Source: an optimization exercise on an open RTL-to-GDS flow (aim: small area, a short achievable clock period and few clock cycles). Production flows keep margins and buffers that such runs may drop.
In this exercise RTL edits were held to simulation tests only and were not proved equivalent to the original.
The clock port is modelled as an ideal driver; clocking choices that lean on that would not hold on a real chip.
Power figures rest on the tool's default switching activity, not on a simulated workload.

## v53
==> flow/design.v <==
module day1_2 (
    input  logic clk,
    input  logic rst,
    input  logic tvalid_rx,
    output logic tready_rx,
    input  logic [7:0] tdata_rx,
    input  logic tlast_rx,
    output logic tvalid_tx,
    input  logic tready_tx,
    output logic [31:0] tdata_tx,
    output logic tlast_tx
);
  logic       tv;           
  logic       tl;           
  logic       tn;           
  logic [4:0] td;           
  logic       rst_q;
  always_ff @(posedge clk) begin
    rst_q <= rst;
    tv <= tvalid_rx & ~rst;
    tl <= tlast_rx;
    tn <= ~tdata_rx[6];
    td <= tdata_rx[4:0];
  end
  logic [4:0] st;           
  logic [4:0] ns;
  logic       wf;           
  logic [3:0] wd;           
  wire l_e = (td == 5'd5);
  wire l_f = (td == 5'd6);
  wire l_g = (td == 5'd7);
  wire l_h = (td == 5'd8);
  wire l_i = (td == 5'd9);
  wire l_n = (td == 5'd14);
  wire l_o = (td == 5'd15);
  wire l_r = (td == 5'd18);
  wire l_s = (td == 5'd19);
  wire l_t = (td == 5'd20);
  wire l_u = (td == 5'd21);
  wire l_v = (td == 5'd22);
  wire l_w = (td == 5'd23);
  wire l_x = (td == 5'd24);
  wire l_z = (td == 5'd26);
  wire s_root = (st == 5'd0);
  wire s_e = (st == 5'd10);
  wire s_f = (st == 5'd11);
  wire s_n = (st == 5'd8);
  wire s_o = (st == 5'd3);
  wire s_s = (st == 5'd29);
  wire s_t = (st == 5'd9);
  wire s_z = (st == 5'd14);
  wire s_ei = (st == 5'd12);
  wire s_fi = (st == 5'd31);
  wire s_fo = (st == 5'd19);
  wire s_ni = (st == 5'd28);
  wire s_on = (st == 5'd1);
  wire s_se = (st == 5'd15);
  wire s_si = (st == 5'd7);
  wire s_th = (st == 5'd6);
  wire s_tw = (st == 5'd22);
  wire s_ze = (st == 5'd24);
  wire s_eig = (st == 5'd23);
  wire s_fiv = (st == 5'd4);
  wire s_fou = (st == 5'd20);
  wire s_nin = (st == 5'd2);
  wire s_sev = (st == 5'd16);
  wire s_thr = (st == 5'd21);
  wire s_zer = (st == 5'd13);
  wire s_eigh = (st == 5'd5);
  wire s_seve = (st == 5'd27);
  wire s_thre = (st == 5'd30);
  assign ns[0] = (l_e & (s_s | s_sev)) | l_f | (l_g & (s_ei)) | (l_h & (s_eig)) | (l_i & (s_f | s_s)) | (l_n & (s_o | s_fo)) | l_o | (l_r & (s_th | s_ze)) | l_s | l_t;
  assign ns[1] = (l_e & (s_root | s_e | s_f | s_n | s_o | s_s | s_t | s_ei | s_fi | s_fo | s_ni | s_on | s_se | s_si | s_th | s_tw | s_ze | s_eig | s_fiv | s_fou | s_nin | s_sev | s_thr | s_zer | s_eigh | s_seve | s_thre)) | l_f | (l_g & (s_ei)) | (l_h & (s_t)) | (l_i & (s_f | s_s)) | (l_n & (s_ni)) | l_o | (l_w & (s_t)) | l_z;
  assign ns[2] = (l_e & (s_s | s_thr)) | (l_g & (s_ei)) | (l_h & (s_t | s_eig)) | (l_i & (s_e | s_f | s_n | s_s | s_on | s_se | s_ze | s_nin | s_seve | s_thre)) | (l_r & (s_th | s_ze)) | l_s | (l_u & (s_fo)) | (l_v & (s_fi)) | (l_w & (s_t)) | l_z;
  assign ns[3] = l_e | l_f | (l_i & (s_e | s_f | s_n | s_on | s_se | s_ze | s_nin | s_seve | s_thre)) | (l_n & (s_root | s_e | s_f | s_n | s_s | s_t | s_z | s_ei | s_fi | s_on | s_se | s_si | s_th | s_tw | s_ze | s_eig | s_fiv | s_fou | s_nin | s_sev | s_thr | s_zer | s_eigh | s_seve | s_thre)) | (l_r & (s_ze)) | l_s | l_t | l_z;
  assign ns[4] = (l_e & (s_z | s_sev | s_thr)) | (l_g & (s_ei)) | (l_i & (s_f | s_n | s_on | s_nin)) | (l_o & (s_f)) | (l_r & (s_th)) | l_s | (l_u & (s_fo)) | (l_v & (s_se)) | (l_w & (s_t));
  assign wf = (l_e & (s_on | s_fiv | s_nin | s_thre)) | (l_n & (s_seve)) | (l_o & (s_tw | s_zer)) | (l_r & (s_fou)) | (l_t & (s_eigh)) | (l_x & (s_si));
  assign wd[0] = (l_e & (s_on | s_fiv | s_nin | s_thre)) | (l_n & (s_seve));
  assign wd[1] = (l_e & (s_thre)) | (l_n & (s_seve)) | (l_o & (s_tw)) | (l_x & (s_si));
  assign wd[2] = (l_e & (s_fiv)) | (l_n & (s_seve)) | (l_r & (s_fou)) | (l_x & (s_si));
  assign wd[3] = (l_e & (s_nin)) | (l_t & (s_eigh));
  logic [3:0] first_dig, last_dig;
  logic       mac;          
  logic [6:0] acc_lo;
  logic       cy;           
  logic [16:0] acc_hi;
  logic       done;
  wire found = tn | wf;
  wire [3:0] dig = tn ? td[3:0] : wd;
  wire [6:0] val = {first_dig, 3'b000} + {2'b00, first_dig, 1'b0} + {3'b000, last_dig};
  wire fresh = mac | (first_dig == 4'hF);
  always_ff @(posedge clk) begin
    if (rst_q) first_dig <= 4'hF;
    else if (tv && found && fresh) first_dig <= dig;
    else if (mac) first_dig <= 4'hF;
  end
  always_ff @(posedge clk) begin
    if (tv && found) last_dig <= dig;
  end
  always_ff @(posedge clk) begin
    if (rst_q) begin
      st     <= '0;
      mac    <= 1'b0;
      acc_lo <= '0;
      cy     <= 1'b0;
      acc_hi <= '0;
    end else begin
      if (tv) begin
        st   <= (tl || tn) ? 5'd0 : ns;
      end
      mac <= tv & tl;
      {cy, acc_lo} <= {1'b0, acc_lo} + (mac ? {1'b0, val} : 8'd0);
      acc_hi <= acc_hi + {16'd0, cy};
    end
  end
  always_ff @(posedge clk) begin
    done <= ~rst & tready_tx & ~tv & ~mac & ~cy;
  end
  assign tready_rx = 1'b1;
  assign tvalid_tx = done;
  assign tlast_tx  = done;
  assign tdata_tx  = {8'd0, acc_hi, acc_lo};
endmodule
Settings: LEC_CHECK=0, CAP_MARGIN=20, CORE_MARGIN=2, CORE_UTILIZATION=40, SLEW_MARGIN=20; clock period 10.0 ns.
standard.sh (not shown) runs the stock make flow with config.mk's settings and CLKGATE_MAP_FILE= SYNTH_SCRIPT=/design/flow/synth_recipe.tcl, a recipe that flattens the netlist after the stock synthesis.
==> flow/flow/run.sh <==
#!/bin/bash
# Layout flow: the standard synthesis, then its combinational logic re-optimised for area
# with ABC (registers, their names and cell types kept), then the standard layout with
# small port buffers, a two-buffer clock tree (flow/clk2.tcl, run before CTS) and a
# tighter setup target for repair_timing.
set -euo pipefail
R=orfs/results/$FLOW_PLATFORM/day1_2/base
bash standard.sh synth > synth.log 2>&1
cp $R/1_2_yosys.v $R/1_2_yosys.std.v
LIB=$FLOW_HOME/platforms/$FLOW_PLATFORM/lib/sky130_fd_sc_hd__tt_025C_1v80.lib \
IN=$R/1_2_yosys.std.v OUT=$R/1_2_yosys.v yosys -c flow/resyn.tcl > resyn.log 2>&1
rm -f $R/1_synth.odb $R/1_synth.sdc
bash standard.sh BUFFER_PORTS_ARGS="-buffer_cell sky130_fd_sc_hd__buf_1" SETUP_SLACK_MARGIN=7.2 \
  PRE_CTS_TCL=$PWD/flow/clk2.tcl \
  CTS_ARGS="-sink_clustering_enable -repair_clock_nets -dont_use_dummy_load" finish > standard.log 2>&1
==> flow/flow/area.abc <==
strash
&get -n
&deepsyn -J 200 -S 1 -T 600
&put
dc2
dch -f
map -D 1800
topo
dnsize -D 1800
Other scripts of this flow, unchanged in this note and not shown: flow/flow/clk2.tcl, flow/flow/resyn.tcl
v53 has completed all stages; timing, DRC and antenna checks passed.
Testbench counts of v53, summed over its fixed seeds: cycles 33,504.
Edits applied to the flow inputs when going from v53 to v11:
- CORE_UTILIZATION changed from 40 to 75
-- flow/flow/area.abc --
<<< v53, line 7
map -D 1800
topo
dnsize -D 1800
>>> v11, line 7
map -D 1800
topo
==> run summary <==
Per the comparison of v11 with v53, worst path required time rose 2.11 ns; synthesis-to-layout area growth lower; total design power higher. Stage delay of the slowest cell on the critical path was higher in v11 than in v53. v11 — count of TritonRoute iterations in the first routing pass 1 higher, v53 as reference. For v53, the beginning of the critical path was acc_hi[0]$_SDFF_PP0_, unlike v11, where it was last_dig[1]$_DFFE_PP_.
Relative to v11, the following input files were edited for v33:
- CORE_UTILIZATION changed from 75 to 40
-- flow/flow/area.abc --
<<< v11, line 5
dc2
dch -f
map -D 1800
topo
>>> v33, line 5
dc2
dch -f
map -D 1600
topo
Results
- v33 went all the way through synthesis, placement and routing and the layout is clean on timing, DRC and antenna.
- Compared with v11, v33 shows combinational cell fraction of total power lower by 1.3 points.
- Changes observed in v33 relative to v11: internal power consumption lower; synthesized area climbed 0.86%; combined area of the multi-input logic cells shows a reduction of 18 um2; number of hold violations in the final report saw little to no change.
- Going from v11 to v33, die height has increased; synthesized area per cell lost about 1.1%.
### v33 -> v8
- changing CORE_UTILIZATION from 40 to 60
-- flow/flow/area.abc --
<<< v33, line 5
dc2
dch -f
map -D 1600
topo
>>> v8, line 5
dc2
dch -f
map -D 1800
topo
==> comparison <==
Status: maximum single-stage delay on the critical path parity (v8, v33)
[compare] base=v33 new=v8: number of nets in the layout fell about 1.2%, number of standard-cell rows in the floorplan -5, sequential share of layout area picked up an extra 0.50 points.

* * *

Setup of run 1:
Starts from the design.v that is shown in full above.
clock: 10.0 ns
lec_check: 0
cap_margin: 20
core_margin: 2
core_utilization: 40
slew_margin: 20
==> flow/flow/area.abc <==
strash
&get -n
&deepsyn -J 200 -S 1 -T 600
&put
dc2
dch -f
map -D 2000
topo
==> flow/flow/clk2.tcl <==
# Two clkbuf_16 driven by the clock port, each driving the flip-flops on its half of the core.
set block [ord::get_db_block]
set xs {}
set pins {}
foreach pin [get_pins -of_objects [get_nets clk] -filter "direction == input"] {
  set inst [[sta::sta_to_db_pin $pin] getInst]
  set bb [$inst getBBox]
  lappend pins [list [expr ([$bb xMin] + [$bb xMax]) / 2] [expr ([$bb yMin] + [$bb yMax]) / 2] [get_full_name $pin]]
}
set pins [lsort -integer -index 0 $pins]
set n [llength $pins]
set h [expr $n / 2]
set groups [list [lrange $pins 0 [expr $h - 1]] [lrange $pins $h end]]
set k 0
foreach g $groups {
  set sx 0; set sy 0; set names {}
  foreach p $g { set sx [expr $sx + [lindex $p 0]]; set sy [expr $sy + [lindex $p 1]]; lappend names [lindex $p 2] }
  set dbu [$block getDbUnitsPerMicron]
  set cx [expr double($sx) / [llength $g] / $dbu]
  set cy [expr double($sy) / [llength $g] / $dbu]
  insert_buffer -buffer_cell sky130_fd_sc_hd__clkbuf_16 -net clk -load_pins [get_pins $names] -location [list $cx $cy] -buffer_name clkroot_$k -net_name clknet_$k
  incr k
}
foreach i [$block getInsts] { if {[string match clkroot* [$i getName]]} { [[$i findITerm X] getNet] setSigType CLOCK; puts "CLKROOT [$i getName] [[$i getMaster] getName] [[[$i findITerm X] getNet] getName] [llength [[[$i findITerm X] getNet] getITerms]]" } }
==> flow/flow/resyn.tcl <==
# Re-map the combinational logic of the synthesized netlist for area.
# Flip-flops and tie cells stay as they are, with their instance names.
yosys -import
set lib $::env(LIB)
read_liberty -ignore_miss_func $lib
read_verilog $::env(IN)
hierarchy -top $::env(FLOW_TOP)
setattr -mod -set keep_hierarchy 1 sky130_fd_sc_hd__*df* sky130_fd_sc_hd__conb_*
flatten
opt_clean
abc -liberty $lib -script flow/area.abc -dont_use *lpflow* -dont_use *probe*
opt_clean -purge
tee -o resyn_stat.txt stat -liberty $lib
select $::env(FLOW_TOP)
write_verilog -noattr -selected $::env(OUT)
Scripts as last shown in full above: flow/flow/run.sh
Run 1 finished every stage and its layout cleared the timing, DRC and antenna checks.
Testbench counts of run 1, summed over its fixed seeds: cycles 33,504.
diff inputs: run 1 => run 2
--- a/flow/flow/run.sh
+++ b/flow/flow/run.sh
@@ -11,5 +11,5 @@
 IN=$R/1_2_yosys.std.v OUT=$R/1_2_yosys.v yosys -c flow/resyn.tcl > resyn.log 2>&1
 rm -f $R/1_synth.odb $R/1_synth.sdc
-bash standard.sh BUFFER_PORTS_ARGS="-buffer_cell sky130_fd_sc_hd__buf_1" SETUP_SLACK_MARGIN=7.2 \
+bash standard.sh BUFFER_PORTS_ARGS="-buffer_cell sky130_fd_sc_hd__buf_1" SETUP_SLACK_MARGIN=7.3 \
   PRE_CTS_TCL=$PWD/flow/clk2.tcl \
   CTS_ARGS="-sink_clustering_enable -repair_clock_nets -dont_use_dummy_load" finish > standard.log 2>&1
--- a/flow/flow/area.abc
+++ b/flow/flow/area.abc
@@ -5,4 +5,4 @@
 dc2
 dch -f
-map -D 2000
+map -D 1800
 topo
==> run summary <==
For the gate count of the mapped netlist, run 2 came in about 3% lower than run 1 did. Run 2: relative contribution of combinational cells to total power 0.3 points below run 1. Changes observed in run 2 relative to run 1: layout-stage area growth over the synthesis result shows an increase of 1.5 points, total power consumption of the routed design shows no meaningful change, clock-pin slew of the registers on the worst-case setup and hold paths shows no meaningful change, cell area after layout shows an increase of about 1.2%. Sort run 2 and run 1 by switching power asc -> top: run 1. Depth of the worst register-to-register path: run 1 vs run 2 identical. In run 2, the routed via count came out 26 above the value in run 1. | global-route usage | run 2 vs run 1 | 0.63 points higher |.
Edits applied to the flow inputs when going from run 2 to run 3:
--- a/flow/flow/run.sh
+++ b/flow/flow/run.sh
@@ -11,5 +11,5 @@
 IN=$R/1_2_yosys.std.v OUT=$R/1_2_yosys.v yosys -c flow/resyn.tcl > resyn.log 2>&1
 rm -f $R/1_synth.odb $R/1_synth.sdc
-bash standard.sh BUFFER_PORTS_ARGS="-buffer_cell sky130_fd_sc_hd__buf_1" SETUP_SLACK_MARGIN=7.3 \
+bash standard.sh BUFFER_PORTS_ARGS="-buffer_cell sky130_fd_sc_hd__buf_1" SETUP_SLACK_7.2=MARGIN \
   PRE_CTS_TCL=$PWD/flow/clk2.tcl \
   CTS_ARGS="-sink_clustering_enable -repair_clock_nets -dont_use_dummy_load" finish > standard.log 2>&1
--- a/flow/flow/area.abc
+++ b/flow/flow/area.abc
@@ -5,4 +5,4 @@
 dc2
 dch -f
-map -D 1800
+amap
 topo
Findings:
- Relative to run 2, the number of signal-net inverters in the final layout measured on run 3 has decreased by more than a quarter.
- Flip-flop and latch share of the layout cell area: run 3 higher than run 2
- [run 3 vs run 2] count of instances resized after the clock tree is built: lower in run 3
- Run 3 — worst hold slack 0.052 ns higher, run 2 as reference
The following lists how run 4 was set up differently from run 3:
--- a/flow/flow/run.sh
+++ b/flow/flow/run.sh
@@ -11,5 +11,5 @@
 IN=$R/1_2_yosys.std.v OUT=$R/1_2_yosys.v yosys -c flow/resyn.tcl > resyn.log 2>&1
 rm -f $R/1_synth.odb $R/1_synth.sdc
-bash standard.sh BUFFER_PORTS_ARGS="-buffer_cell sky130_fd_sc_hd__buf_1" SETUP_SLACK_7.2=MARGIN \
+bash standard.sh BUFFER_PORTS_ARGS="-buffer_cell sky130_fd_sc_hd__buf_1" SETUP_SLACK_MARGIN=7.2 \
   PRE_CTS_TCL=$PWD/flow/clk2.tcl \
   CTS_ARGS="-sink_clustering_enable -repair_clock_nets -dont_use_dummy_load" finish > standard.log 2>&1
--- a/flow/flow/area.abc
+++ b/flow/flow/area.abc
@@ -5,4 +5,4 @@
 dc2
 dch -f
-amap
+map -D 1800
 topo
[summary]
- Delta (run 4 minus run 3): vias after detailed routing increased by 96 relative to the old numbers; fraction of the core area covered by cells at the end of the flow up 1.0 points; post-place instance area picked up an extra 3.4%.
- Run 3 vs run 4, endpoint of the most critical setup path: cy vs tdata_tx[7]
Here is what was changed in the inputs of run 5 compared with run 4.
--- a/flow/flow/run.sh
+++ b/flow/flow/run.sh
@@ -11,5 +11,5 @@
 IN=$R/1_2_yosys.std.v OUT=$R/1_2_yosys.v yosys -c flow/resyn.tcl > resyn.log 2>&1
 rm -f $R/1_synth.odb $R/1_synth.sdc
-bash standard.sh BUFFER_PORTS_ARGS="-buffer_cell sky130_fd_sc_hd__buf_1" SETUP_SLACK_MARGIN=7.2 \
+bash standard.sh BUFFER_PORTS_ARGS="-buffer_cell sky130_fd_sc_hd__buf_1" SETUP_SLACK_MARGIN=7.1 \
   PRE_CTS_TCL=$PWD/flow/clk2.tcl \
   CTS_ARGS="-sink_clustering_enable -repair_clock_nets -dont_use_dummy_load" finish > standard.log 2>&1
Detailed-route via count of run 4 is on par with run 5. Going from run 4 to run 5, final critical path time including I/O delays and setup held steady, sequential share of layout area shows no meaningful change, fraction of power spent switching nets about even, total length of routed wires rose 0.42%. In terms of post-route standard cell area excluding fillers, run 4 and run 5 differ only marginally. ~same worst setup slack in run 4 and run 5. Worst hold slack: run 4 vs run 5 — no meaningful difference.
--- input diff run 5..run 6 ---
==> flow/flow/run.sh <==
#!/bin/bash
# Layout flow: the standard synthesis, then its combinational logic re-optimised for area
# with ABC (deepsyn, then mapping at a 1.8 ns target; registers, their names and cell types
# kept), then the standard layout with
# small port buffers, a two-buffer clock tree (flow/clk2.tcl, run before CTS) and a
# tighter setup target for repair_timing.
set -euo pipefail
R=orfs/results/$FLOW_PLATFORM/day1_2/base
bash standard.sh synth > synth.log 2>&1
cp $R/1_2_yosys.v $R/1_2_yosys.std.v
LIB=$FLOW_HOME/platforms/$FLOW_PLATFORM/lib/sky130_fd_sc_hd__tt_025C_1v80.lib \
IN=$R/1_2_yosys.std.v OUT=$R/1_2_yosys.v yosys -c flow/resyn.tcl > resyn.log 2>&1
rm -f $R/1_synth.odb $R/1_synth.sdc
bash standard.sh BUFFER_PORTS_ARGS="-buffer_cell sky130_fd_sc_hd__buf_1" SETUP_SLACK_MARGIN=7.2 \
  PRE_CTS_TCL=$PWD/flow/clk2.tcl \
  CTS_ARGS="-sink_clustering_enable -repair_clock_nets -dont_use_dummy_load" finish > standard.log 2>&1
Findings:
- All of run 6 and run 5 finish clean.
- Slack of the worst reg-to-reg path across run 6 and run 5: no real change.
- Run 6 against run 5: share of the cycle needed by the critical path after routing saw little to no change, sequential share of layout area flat, setup slack after layout neither gained nor lost much.
- Cell depth of the worst flop-to-flop path in run 6 is 6 lower than in run 5
- Per the comparison of run 6 with run 5, clock skew after layout shows no meaningful change, worst hold slack held.
- | wire length | lower: run 6 |
- In run 6, the first-pass detailed-route iteration total came out 1 above the value in run 5.
- On total power, run 5 tracks run 6 almost exactly.

==> afterwards: timing with drivers on the ports <==
Ports are ideal in the flow. The routed layouts listed here were re-timed in OpenROAD. Step 1, drivers: a clkbuf_16 drives clk and a buf_2 each remaining input, both assumed. Step 2 also shifts input and output timing later by t, the mid clock arrival at the registers, as if the neighbouring blocks saw the same clock. Three values: ideal ports, drivers, drivers and shift; two values: the first two.
run	t, ns	slack for setup (ns)	worst hold slack (ns)	slew at the worst register clock pin (ns)	worst slew at a driven data input, ns
v53	0.204	7.267 / 7.220 / 7.393	0.419 / 0.419 / 0.419	0.10 / 0.10	0.04
v11	0.205	7.228 / 7.207 / 7.228	0.428 / 0.428 / 0.428	0.10 / 0.10	0.04
v33	0.205	7.258 / 7.210 / 7.306	0.448 / 0.448 / 0.448	0.10 / 0.10	0.04
v8	0.200	7.276 / 7.230 / 7.376	0.440 / 0.440 / 0.440	0.10 / 0.10	0.04
run 1	0.207	7.274 / 7.222 / 7.323	0.449 / 0.449 / 0.449	0.09 / 0.09	0.04
run 2	0.206	7.320 / 7.271 / 7.456	0.421 / 0.421 / 0.421	0.10 / 0.10	0.04
run 3	0.201	6.912 / 6.912 / 6.912	0.473 / 0.473 / 0.473	0.09 / 0.09	0.04
run 4	0.207	7.271 / 7.220 / 7.379	0.428 / 0.428 / 0.428	0.10 / 0.10	0.04
run 5	0.206	7.271 / 7.221 / 7.370	0.428 / 0.428 / 0.428	0.10 / 0.10	0.04
run 6	0.207	7.271 / 7.220 / 7.379	0.428 / 0.428 / 0.428	0.10 / 0.10	0.04
After both steps every run listed still meets setup and hold.
